Background: an optimization exercise with open tools, aiming at small area, a short achievable clock period and few clock cycles. Do not read the settings as production practice. The RTL was checked by simulation tests, not by an equivalence proof against the original design. No activity file was given, so power comes from the tool's default toggle rates.

==> design.v <==
`timescale 1ns / 1ps
module div32(
    input clk,
    input rst,
    input start,
    input [31:0] dividend,
    input [31:0] divisor,
    output [31:0] quotient,
    output [31:0] remainder,
    output reg finish
);
reg [31:0] r;       
reg [31:0] q;       
reg [31:0] d;       
reg [4:0]  za;      
reg [5:0]  j;       
reg        norm;    
reg        iter;    
assign quotient  = q;
assign remainder = r;
function [5:0] lzc32;
    input [31:0] x;
    reg [15:0] v1; reg [15:0] c1;
    reg [7:0]  v2; reg [15:0] c2;
    reg [3:0]  v3; reg [11:0] c3;
    reg [1:0]  v4; reg [7:0]  c4;
    integer i;
    begin
        for (i = 0; i < 16; i = i + 1) begin
            v1[i] = x[2*i+1] | x[2*i];
            c1[i] = ~x[2*i+1];
        end
        for (i = 0; i < 8; i = i + 1) begin
            v2[i] = v1[2*i+1] | v1[2*i];
            c2[2*i+:2] = v1[2*i+1] ? {1'b0, c1[2*i+1]} : {1'b1, c1[2*i]};
        end
        for (i = 0; i < 4; i = i + 1) begin
            v3[i] = v2[2*i+1] | v2[2*i];
            c3[3*i+:3] = v2[2*i+1] ? {1'b0, c2[2*(2*i+1)+:2]} : {1'b1, c2[2*(2*i)+:2]};
        end
        for (i = 0; i < 2; i = i + 1) begin
            v4[i] = v3[2*i+1] | v3[2*i];
            c4[4*i+:4] = v3[2*i+1] ? {1'b0, c3[3*(2*i+1)+:3]} : {1'b1, c3[3*(2*i)+:3]};
        end
        lzc32 = {~(v4[1] | v4[0]), v4[1] ? {1'b0, c4[7:4]} : {1'b1, c4[3:0]}};
    end
endfunction
wire [5:0] la = lzc32(dividend);
wire [5:0] lb = lzc32(divisor);
wire [4:0] sp = j[4:0] | ~za;                     
wire [4:0] sg = j[4:0] & ~za;                     
wire [5:0] sc;                                    
assign sc[0] = 1'b1;
assign sc[1] = sp[0];
assign sc[2] = sg[1] | (sp[1] & j[0]) | (sp[1] & ~za[0]);
assign sc[3] = sg[2] | (sp[2] & sg[1]) | (sp[2] & sp[1] & sp[0]);
assign sc[4] = sg[3] | (sp[3] & sg[2]) | (sp[3] & sp[2] & sg[1]) | (sp[3] & sp[2] & sp[1] & sp[0]);
assign sc[5] = sg[4] | (sp[4] & sg[3]) | (sp[4] & sp[3] & sg[2]) | (sp[4] & sp[3] & sp[2] & sg[1])
             | (sp[4] & sp[3] & sp[2] & sp[1] & sp[0]);
wire [5:0] sh;                                    
assign sh[0] = j[0] ^ za[0];
assign sh[1] = j[1] ^ (~za[1] ^ sc[1]);
assign sh[2] = j[2] ^ (~za[2] ^ sc[2]);
assign sh[3] = j[3] ^ (~za[3] ^ sc[3]);
assign sh[4] = j[4] ^ (~za[4] ^ sc[4]);
assign sh[5] = ~sc[5];
wire       triv = j[5] | sh[5];                   
wire [31:0] kg = r & ~d;
wire [31:0] kt = r | ~d;
wire kC_0 = r[0] | ~d[0];
wire kC_1 = kg[1] | (kt[1] & r[0]) | (kt[1] & ~d[0]);
wire kG0_3 = kg[3] | (kt[3] & kg[2]);
wire kP0_3 = kt[3] & kt[2];
wire kG0_5 = kg[5] | (kt[5] & kg[4]);
wire kP0_5 = kt[5] & kt[4];
wire kG0_7 = kg[7] | (kt[7] & kg[6]);
wire kP0_7 = kt[7] & kt[6];
wire kG0_9 = kg[9] | (kt[9] & kg[8]);
wire kP0_9 = kt[9] & kt[8];
wire kG0_11 = kg[11] | (kt[11] & kg[10]);
wire kP0_11 = kt[11] & kt[10];
wire kG0_13 = kg[13] | (kt[13] & kg[12]);
wire kP0_13 = kt[13] & kt[12];
wire kG0_15 = kg[15] | (kt[15] & kg[14]);
wire kP0_15 = kt[15] & kt[14];
wire kG0_17 = kg[17] | (kt[17] & kg[16]);
wire kP0_17 = kt[17] & kt[16];
wire kG0_19 = kg[19] | (kt[19] & kg[18]);
wire kP0_19 = kt[19] & kt[18];
wire kG0_21 = kg[21] | (kt[21] & kg[20]);
wire kP0_21 = kt[21] & kt[20];
wire kG0_23 = kg[23] | (kt[23] & kg[22]);
wire kP0_23 = kt[23] & kt[22];
wire kG0_25 = kg[25] | (kt[25] & kg[24]);
wire kP0_25 = kt[25] & kt[24];
wire kG0_27 = kg[27] | (kt[27] & kg[26]);
wire kP0_27 = kt[27] & kt[26];
wire kG0_29 = kg[29] | (kt[29] & kg[28]);
wire kP0_29 = kt[29] & kt[28];
wire kG0_31 = kg[31] | (kt[31] & kg[30]);
wire kP0_31 = kt[31] & kt[30];
wire kQ_2 = kg[2] | (kt[2] & kg[1]);
wire kR_2 = kt[2] & kt[1];
wire kC_2 = kQ_2 | (kR_2 & kC_0);
wire kG1_3 = kG0_3 | (kP0_3 & kC_1);
wire kG1_6 = kg[6] | (kt[6] & kG0_5);
wire kP1_6 = kt[6] & kP0_5;
wire kG1_7 = kG0_7 | (kP0_7 & kG0_5);
wire kP1_7 = kP0_7 & kP0_5;
wire kG1_10 = kg[10] | (kt[10] & kG0_9);
wire kP1_10 = kt[10] & kP0_9;
wire kG1_11 = kG0_11 | (kP0_11 & kG0_9);
wire kP1_11 = kP0_11 & kP0_9;
wire kG1_14 = kg[14] | (kt[14] & kG0_13);
wire kP1_14 = kt[14] & kP0_13;
wire kG1_15 = kG0_15 | (kP0_15 & kG0_13);
wire kP1_15 = kP0_15 & kP0_13;
wire kG1_18 = kg[18] | (kt[18] & kG0_17);
wire kP1_18 = kt[18] & kP0_17;
wire kG1_19 = kG0_19 | (kP0_19 & kG0_17);
wire kP1_19 = kP0_19 & kP0_17;
wire kG1_22 = kg[22] | (kt[22] & kG0_21);
wire kP1_22 = kt[22] & kP0_21;
wire kG1_23 = kG0_23 | (kP0_23 & kG0_21);
wire kP1_23 = kP0_23 & kP0_21;
wire kG1_26 = kg[26] | (kt[26] & kG0_25);
wire kP1_26 = kt[26] & kP0_25;
wire kG1_27 = kG0_27 | (kP0_27 & kG0_25);
wire kP1_27 = kP0_27 & kP0_25;
wire kG1_30 = kg[30] | (kt[30] & kG0_29);
wire kP1_30 = kt[30] & kP0_29;
wire kG1_31 = kG0_31 | (kP0_31 & kG0_29);
wire kP1_31 = kP0_31 & kP0_29;
wire kQ_4 = kg[4] | (kt[4] & kg[3]);
wire kR_4 = kt[4] & kt[3];
wire kC_4 = kQ_4 | (kR_4 & kC_2);
wire kG2_5 = kG0_5 | (kP0_5 & kG1_3);
wire kG2_6 = kG1_6 | (kP1_6 & kG1_3);
wire kG2_7 = kG1_7 | (kP1_7 & kG1_3);
wire kG2_12 = kg[12] | (kt[12] & kG1_11);
wire kP2_12 = kt[12] & kP1_11;
wire kG2_13 = kG0_13 | (kP0_13 & kG1_11);
wire kP2_13 = kP0_13 & kP1_11;
wire kG2_14 = kG1_14 | (kP1_14 & kG1_11);
wire kP2_14 = kP1_14 & kP1_11;
wire kG2_15 = kG1_15 | (kP1_15 & kG1_11);
wire kP2_15 = kP1_15 & kP1_11;
wire kG2_20 = kg[20] | (kt[20] & kG1_19);
wire kP2_20 = kt[20] & kP1_19;
wire kG2_21 = kG0_21 | (kP0_21 & kG1_19);
wire kP2_21 = kP0_21 & kP1_19;
wire kG2_22 = kG1_22 | (kP1_22 & kG1_19);
wire kP2_22 = kP1_22 & kP1_19;
wire kG2_23 = kG1_23 | (kP1_23 & kG1_19);
wire kP2_23 = kP1_23 & kP1_19;
wire kG2_28 = kg[28] | (kt[28] & kG1_27);
wire kP2_28 = kt[28] & kP1_27;
wire kG2_29 = kG0_29 | (kP0_29 & kG1_27);
wire kP2_29 = kP0_29 & kP1_27;
wire kG2_30 = kG1_30 | (kP1_30 & kG1_27);
wire kP2_30 = kP1_30 & kP1_27;
wire kG2_31 = kG1_31 | (kP1_31 & kG1_27);
wire kP2_31 = kP1_31 & kP1_27;
wire kQ_8 = kg[8] | (kt[8] & kg[7]);
wire kR_8 = kt[8] & kt[7];
wire kC_8 = kQ_8 | (kR_8 & kG2_6);
wire kG3_9 = kG0_9 | (kP0_9 & kG2_7);
wire kG3_10 = kG1_10 | (kP1_10 & kG2_7);
wire kG3_11 = kG1_11 | (kP1_11 & kG2_7);
wire kG3_12 = kG2_12 | (kP2_12 & kG2_7);
wire kG3_13 = kG2_13 | (kP2_13 & kG2_7);
wire kG3_14 = kG2_14 | (kP2_14 & kG2_7);
wire kG3_15 = kG2_15 | (kP2_15 & kG2_7);
wire kG3_24 = kg[24] | (kt[24] & kG2_23);
wire kP3_24 = kt[24] & kP2_23;
wire kG3_25 = kG0_25 | (kP0_25 & kG2_23);
wire kP3_25 = kP0_25 & kP2_23;
wire kG3_26 = kG1_26 | (kP1_26 & kG2_23);
wire kP3_26 = kP1_26 & kP2_23;
wire kG3_27 = kG1_27 | (kP1_27 & kG2_23);
wire kP3_27 = kP1_27 & kP2_23;
wire kG3_28 = kG2_28 | (kP2_28 & kG2_23);
wire kP3_28 = kP2_28 & kP2_23;
wire kG3_29 = kG2_29 | (kP2_29 & kG2_23);
wire kP3_29 = kP2_29 & kP2_23;
wire kG3_30 = kG2_30 | (kP2_30 & kG2_23);
wire kP3_30 = kP2_30 & kP2_23;
wire kG3_31 = kG2_31 | (kP2_31 & kG2_23);
wire kP3_31 = kP2_31 & kP2_23;
wire kQ_16 = kg[16] | (kt[16] & kg[15]);
wire kR_16 = kt[16] & kt[15];
wire kC_16 = kQ_16 | (kR_16 & kG3_14);
wire kG4_17 = kG0_17 | (kP0_17 & kG3_15);
wire kG4_18 = kG1_18 | (kP1_18 & kG3_15);
wire kG4_19 = kG1_19 | (kP1_19 & kG3_15);
wire kG4_20 = kG2_20 | (kP2_20 & kG3_15);
wire kG4_21 = kG2_21 | (kP2_21 & kG3_15);
wire kG4_22 = kG2_22 | (kP2_22 & kG3_15);
wire kG4_23 = kG2_23 | (kP2_23 & kG3_15);
wire kG4_24 = kG3_24 | (kP3_24 & kG3_15);
wire kG4_25 = kG3_25 | (kP3_25 & kG3_15);
wire kG4_26 = kG3_26 | (kP3_26 & kG3_15);
wire kG4_27 = kG3_27 | (kP3_27 & kG3_15);
wire kG4_28 = kG3_28 | (kP3_28 & kG3_15);
wire kG4_29 = kG3_29 | (kP3_29 & kG3_15);
wire kG4_30 = kG3_30 | (kP3_30 & kG3_15);
wire kG4_31 = kG3_31 | (kP3_31 & kG3_15);
wire [32:0] sub;
assign sub[0] = r[0] ^ d[0];
assign sub[1] = r[1] ^ (~d[1] ^ kC_0);
assign sub[2] = r[2] ^ (~d[2] ^ kC_1);
assign sub[3] = r[3] ^ (~d[3] ^ kC_2);
assign sub[4] = r[4] ^ (~d[4] ^ kG1_3);
assign sub[5] = r[5] ^ (~d[5] ^ kC_4);
assign sub[6] = r[6] ^ (~d[6] ^ kG2_5);
assign sub[7] = r[7] ^ (~d[7] ^ kG2_6);
assign sub[8] = r[8] ^ (~d[8] ^ kG2_7);
assign sub[9] = r[9] ^ (~d[9] ^ kC_8);
assign sub[10] = r[10] ^ (~d[10] ^ kG3_9);
assign sub[11] = r[11] ^ (~d[11] ^ kG3_10);
assign sub[12] = r[12] ^ (~d[12] ^ kG3_11);
assign sub[13] = r[13] ^ (~d[13] ^ kG3_12);
assign sub[14] = r[14] ^ (~d[14] ^ kG3_13);
assign sub[15] = r[15] ^ (~d[15] ^ kG3_14);
assign sub[16] = r[16] ^ (~d[16] ^ kG3_15);
assign sub[17] = r[17] ^ (~d[17] ^ kC_16);
assign sub[18] = r[18] ^ (~d[18] ^ kG4_17);
assign sub[19] = r[19] ^ (~d[19] ^ kG4_18);
assign sub[20] = r[20] ^ (~d[20] ^ kG4_19);
assign sub[21] = r[21] ^ (~d[21] ^ kG4_20);
assign sub[22] = r[22] ^ (~d[22] ^ kG4_21);
assign sub[23] = r[23] ^ (~d[23] ^ kG4_22);
assign sub[24] = r[24] ^ (~d[24] ^ kG4_23);
assign sub[25] = r[25] ^ (~d[25] ^ kG4_24);
assign sub[26] = r[26] ^ (~d[26] ^ kG4_25);
assign sub[27] = r[27] ^ (~d[27] ^ kG4_26);
assign sub[28] = r[28] ^ (~d[28] ^ kG4_27);
assign sub[29] = r[29] ^ (~d[29] ^ kG4_28);
assign sub[30] = r[30] ^ (~d[30] ^ kG4_29);
assign sub[31] = r[31] ^ (~d[31] ^ kG4_30);
assign sub[32] = ~kG4_31;
wire        ge  = ~sub[32];
wire        take = iter & ge;
wire [31:0] flip = {32{take}} & (r ^ sub[31:0]);
always @(posedge clk or posedge rst) begin
    if (rst) begin
        finish <= 1'b0;
        norm   <= 1'b0;
        iter   <= 1'b0;
    end else if (start) begin
        finish <= 1'b0;
        norm   <= 1'b1;
        iter   <= 1'b0;
    end else if (norm) begin
        norm   <= 1'b0;
        finish <= triv;
        iter   <= ~triv;
    end else if (iter) begin
        if (j[4:0] == 5'd0) begin
            iter   <= 1'b0;
            finish <= 1'b1;
        end
    end
end
always @(posedge clk) begin
    za <= la[4:0];
    if (start) begin
        r <= dividend;
        d <= divisor;
        j <= lb;
    end else begin
        if (norm & j[5]) r <= 32'b0;      
        else             r <= r ^ flip;
        if (norm) begin
            d <= d << sh[4:0];
            j <= sh;
        end else begin
            d <= d >> 1;
            j <= j - 6'd1;
        end
    end
    if (norm)      q <= 32'b0;
    else if (iter) q <= {q[30:0], ge};
end
endmodule
==> flow/run.sh <==
#!/bin/bash
# Standard layout with plain buffers on the ports, and a clock tree of sky130_fd_sc_hd__clkbuf_16 buffers
# without dummy loads.
set -euo pipefail
bash standard.sh BUFFER_PORTS_ARGS="-buffer_cell sky130_fd_sc_hd__buf_1" CTS_ARGS="-sink_clustering_enable -repair_clock_nets -buf_list sky130_fd_sc_hd__clkbuf_16 -dont_use_dummy_load" finish > standard.log 2>&1
==> standard.sh <==
#!/bin/bash
# synth_recipe.tcl (not shown) runs the flow's synth.tcl, then flattens the netlist and writes it again
# the make line also repeats each setting of config.mk as NAME=value (left out here)
make -C /OpenROAD-flow-scripts/flow DESIGN_CONFIG=/design/flow/config.mk WORK_HOME=/design/flow/orfs CLKGATE_MAP_FILE= SYNTH_SCRIPT=/design/flow/synth_recipe.tcl "${@:-finish}"
==> config.mk <==
export PLATFORM = sky130hd
export DESIGN_NAME = div32
export DESIGN_NICKNAME = div32
export VERILOG_FILES = /design/flow/design.v
export SDC_FILE = /design/flow/constraint.sdc
export NUM_CORES = 8
export LEC_CHECK = 0
export ABC_AREA = 1
export CAP_MARGIN = 20
export CORE_MARGIN = 2
export CORE_UTILIZATION = 40
export PLACE_DENSITY = 0.6
export SETUP_SLACK_MARGIN = 2.7
export SLEW_MARGIN = 20
==> constraint.sdc <==
create_clock -name core_clock -period 5.0 [get_ports {clk}]
set_input_delay 1.0000 -clock core_clock [delete_from_list [all_inputs] [get_ports {clk}]]
set_output_delay 1.0000 -clock core_clock [all_outputs]
set_load 0.01 [all_outputs]
==> summary.txt <==
Finish
  – Fillers: between 2k and 2.5k
  – Area delta synth->final: 16.46%
  – Register area: around 0.0022 mm^2
  – Final core area utilization: 0.4767
  – Share of cells above drive strength 1: 0.08899
  – Nets@finish: approximately 1.6k
  – Footprint of the multi-input gates: 0.005284 mm^2
  – Ant diodes: 0

CTS
  – Max Root-Sink Buffers: 2
  – H-tree depth: 3
  – Clock Pin Slew Worst Setup and Hold Paths: ~70 ps
  – Worst skew pair latency: 370 ps
  – Clk sink count: between 100 and 150
  – CTS tree: done
  – CTS root buf: clkbuf_16
  – Cts bufs inserted: 9

Global route
  – Largest net degree at the start of global routing: 56
  – Initial antenna violation count: 0
  – Vias in the first global route: ~8.9k
  – First-pass GRT wire length: between 40000 and 50000 um
  – Grt ovf: 0
  – Overall Global Routing Usage: 0.2714

STA
  – Hold Slack: between 400 and 500 ps
  – Slew Viols, Final: 0
  – Hold Fails Final Rpt: 0
  – Relative slew slack: 0.5155
  – Fin crit share: 0.4589
  – Fmax: 0.4358 GHz
  – Setup TNS: 0 ps
  – Worst clock skew: between 15 and 20 ps
  – Setup-failing EPs final: 0
  – RSZ-0062 raised after global routing: yes
  – Final Critical Period: roughly 2300 ps
  – Slew of the pin with the lowest slew margin: 726.8 ps

Drt
  – Antenna viol nets, final: 0
  – Met2 wire length: 13310 um
  – Via Count: between 9k and 10k
  – Routed WL per cell: 16.83 um
  – DRT iter0 DRCs: between 900 and 1k
  – Met3 WL: between 2000 and 3000 um
  – DRC: 0
  – Vias/cell: between 5 and 6
  – DRT met1 WL: approximately 13000 um
  – Drt total wl: around 31000 um
  – Top routing layer used: met4
  – TritonRoute pass-1 iters: 5

Yosys
  – Syn Area/Cell: just under 6 um^2
  – Syn_nets: between 1.5k and 2k
  – Post-Syn Instances: about 1.4k
  – #FFs+latches synth: 110
  – Seq/Total Area, Yosys: 0.2692
  – Yosys cell types: 50
  – Syn Std Cell Area: roughly 0.0083 mm^2
  – Synth Warn #: 1

Floorplan
  – DIE WIDTH: roughly 150 um
  – Full die area: ~0.022 mm^2
  – # rows: 52
  – Starting Density: 0.4093
  – # IOs: ~130
  – Core ar.: roughly 0.020 mm^2
  – Chip Height: 148.1 um

Critical path
  – Crit start category: input pin
  – Crit path max fanout: 55
  – Crit-path max cell delay: roughly 300 ps
  – CP max-delay cell: clkbuf_8
  – CP Cell Sequence: clkbuf_2 -> clkbuf_8 -> nor2_1 -> inv_1 -> nor2_2 -> buf_6 -> o211ai_1 -> nand3_1
  – Critical path type: input pin to flip-flop
  – CP Capture Type: flip-flop
  – WP data arrival: 2530 ps
  – Worst Path Required: 5230 ps

Status
  – Outcome: no timing/DRC/antenna violations

Power and ir drop
  – PwrDens: 463.5 mW/mm^2
  – Max rail drop VDD: between 0.15 and 0.2 mV
  – Leak: 0.004684 uW

Placement
  – PortBufs: about 130
  – Gp weighted congestion: 0.9508
  – DP Wirelength: approximately 22000 um

Min path
  – Hold WC Path Type: input pin to asynchronous set/reset pin

Flow run
  – Maxcap violations: 0
cell usage in the layout (no fill, tap or decap), types with 4 or more instances in the layout:
| cell | count |
|---|---|
| a21oi_1 | 49 |
| a21oi_2 | 8 |
| a21oi_4 | 4 |
| a22oi_1 | 20 |
| buf_1 | 130 |
| buf_4 | 28 |
| clkbuf_16 | 12 |
| clkinvlp_4 | 4 |
| dfxtp_1 | 102 |
| inv_1 | 149 |
| inv_2 | 18 |
| mux2i_1 | 5 |
| nand2_1 | 472 |
| nand2_2 | 13 |
| nand2_4 | 5 |
| nand3_1 | 84 |
| nand3b_1 | 15 |
| nand4_1 | 7 |
| nor2_1 | 168 |
| nor2_2 | 12 |
| nor3_1 | 9 |
| o21ai_0 | 123 |
| o21ai_1 | 30 |
| o221ai_1 | 10 |
| o31ai_1 | 8 |
| or2_2 | 4 |
| xnor2_1 | 4 |
| xor2_1 | 9 |
report_power, final:
group          internal [uW]  switching, uW  total, uW
combinational            881           1700       2590
sequential              1050            203       1260
clock                    319            325        644
total                   2250           2230       4490
final cells by class:
| cell class | instances | share of cell area |
|---|---|---|
| inverters | 173 | 0.06930 |
| clock buffers | 9 | 0.02327 |
| multi-input cells | 1098 | 0.5460 |
| flip-flops and latches | 110 | 0.2317 |
| repair inverters | 2 | 0.001293 |
| well taps | 270 | 0.03491 |
| repair buffers | 170 | 0.09348 |
kinds of logic (layout without fill, tap and decap cells):
group,count (synthesis),count (layout),share of synthesized area
adders and majority gates,3,3,0.004518
buffers and inverters,229,354,0.1141
and+or+nand+nor,801,802,0.4011
DFF,110,110,0.2692
AOI/OAI and AO/OA,272,273,0.1882
xor gates and xnor gates,15,15,0.01671
muxes,5,5,0.006023
final timing paths:
| path | depth (start not counted) | from | slack (ps) | endpoint |
|---|---|---|---|---|
| max | 8 | start | 2710 | d[31] |
| min | 2 | rst | 470 | finish |
| max reg2reg | 13 | j[0] | 2760 | d[26] |
| min reg2reg | 2 | q[0] | 500 | q[0] |
| max in group asynchronous | 2 | rst | 4360 | iter |
| min in group core_clock | 2 | q[0] | 500 | q[0] |
per-layer routing:
metal	global-route usage	vias up
met3	0.05920	75
met4	0.1114	0
li1	-	4848
met5	0	-
met1	0.3635	4380
met2	0.4248	431
worst max-delay path: cells and delay by family:
kind	cells	cell delay, ps
buffers and inverters	4	850
AOI/OAI and AO/OA	1	130
and+or+nand+nor	3	530
stage by stage:
step           worst slack (ps)  cells  instance area (um^2)  total power, uW
2_1_floorplan              2722   1435                  8309             2961
3_3_place_gp               1947   1789                  8916             3534
3_5_place_dp               1892   1789                  8916             3538
4_1_cts                    2718   1816                  9393             4285
5_1_grt                    2600   1832                  9677             4850
6_report                   2705   1832                  9677             4486
repair_timing:
action | CTS | global route
buffers inserted | 15 | 12
pin swaps | 5 | 9
gates resized for setup | 24 | 40
endpoints found under the setup margin | 68 | 65
hold buffers | 0 | 0
cloned | 3 | 4
flip-flops by register name, summed over array words and instances, names as in the netlist:
register / cells
d: 32
iter: 1
r: 32
q: 32
finish: 1
za: 5
norm: 1
j: 6
synthesized netlist by cell type, drive strengths merged:
library cell,n,share of area
a22oi,20,0.018
nand4,7,0.0053
o221ai,10,0.011
o211ai,3,0.0027
inv,172,0.078
nor4,2,0.0023
nor3,11,0.0080
edfxtp,2,0.0072
a21oi,60,0.042
ha,3,0.0045
o2bb2ai,1,0.0011
o21ai,157,0.095
o31ai,8,0.0072
buf,32,0.025
or2,9,0.0068
o311ai,2,0.0021
nand3,85,0.052
o2111ai,2,0.0021
a31oi,3,0.0023
dfxtp,105,0.25
clkbuf,24,0.011
nand3b,15,0.014
a21boi,3,0.0027
nor2,180,0.083
o22ai,2,0.0015
dfrtp,3,0.0090
mux2i,5,0.0060
clkinv,1,0.00045
o21bai,1,0.00090
xnor2,5,0.0062
nand2,492,0.23
xor2,10,0.011
Testbench counts, summed over its fixed seeds: cycles 47,977.

## what the ideal ports hide
Ports are ideal in the flow. The routed layout listed here was re-timed in OpenROAD.
Step 1: set_driving_cell puts a clkbuf_16 on clk and a buf_2 on each other input, an assumption about the parent block.
Step 2 times the ports against the registers' clock, not the clock port: input delays grow and output delays shrink by t, the midpoint of the rising clock arrivals with the driver on.
Three values: ideal, step 1, step 2; two values: the first two.
t (ns): 0.401
slack for setup (ns): 2.705 / 2.717 / 2.316
hold WS [ns]: 0.472 / 0.456 / 0.502
clock arrival spread, ns: 0.016 / 0.016
After both steps setup and hold are still met in this run. The setup slack of this run moves by +0.012 ns with the drivers and by -0.389 ns with both steps.
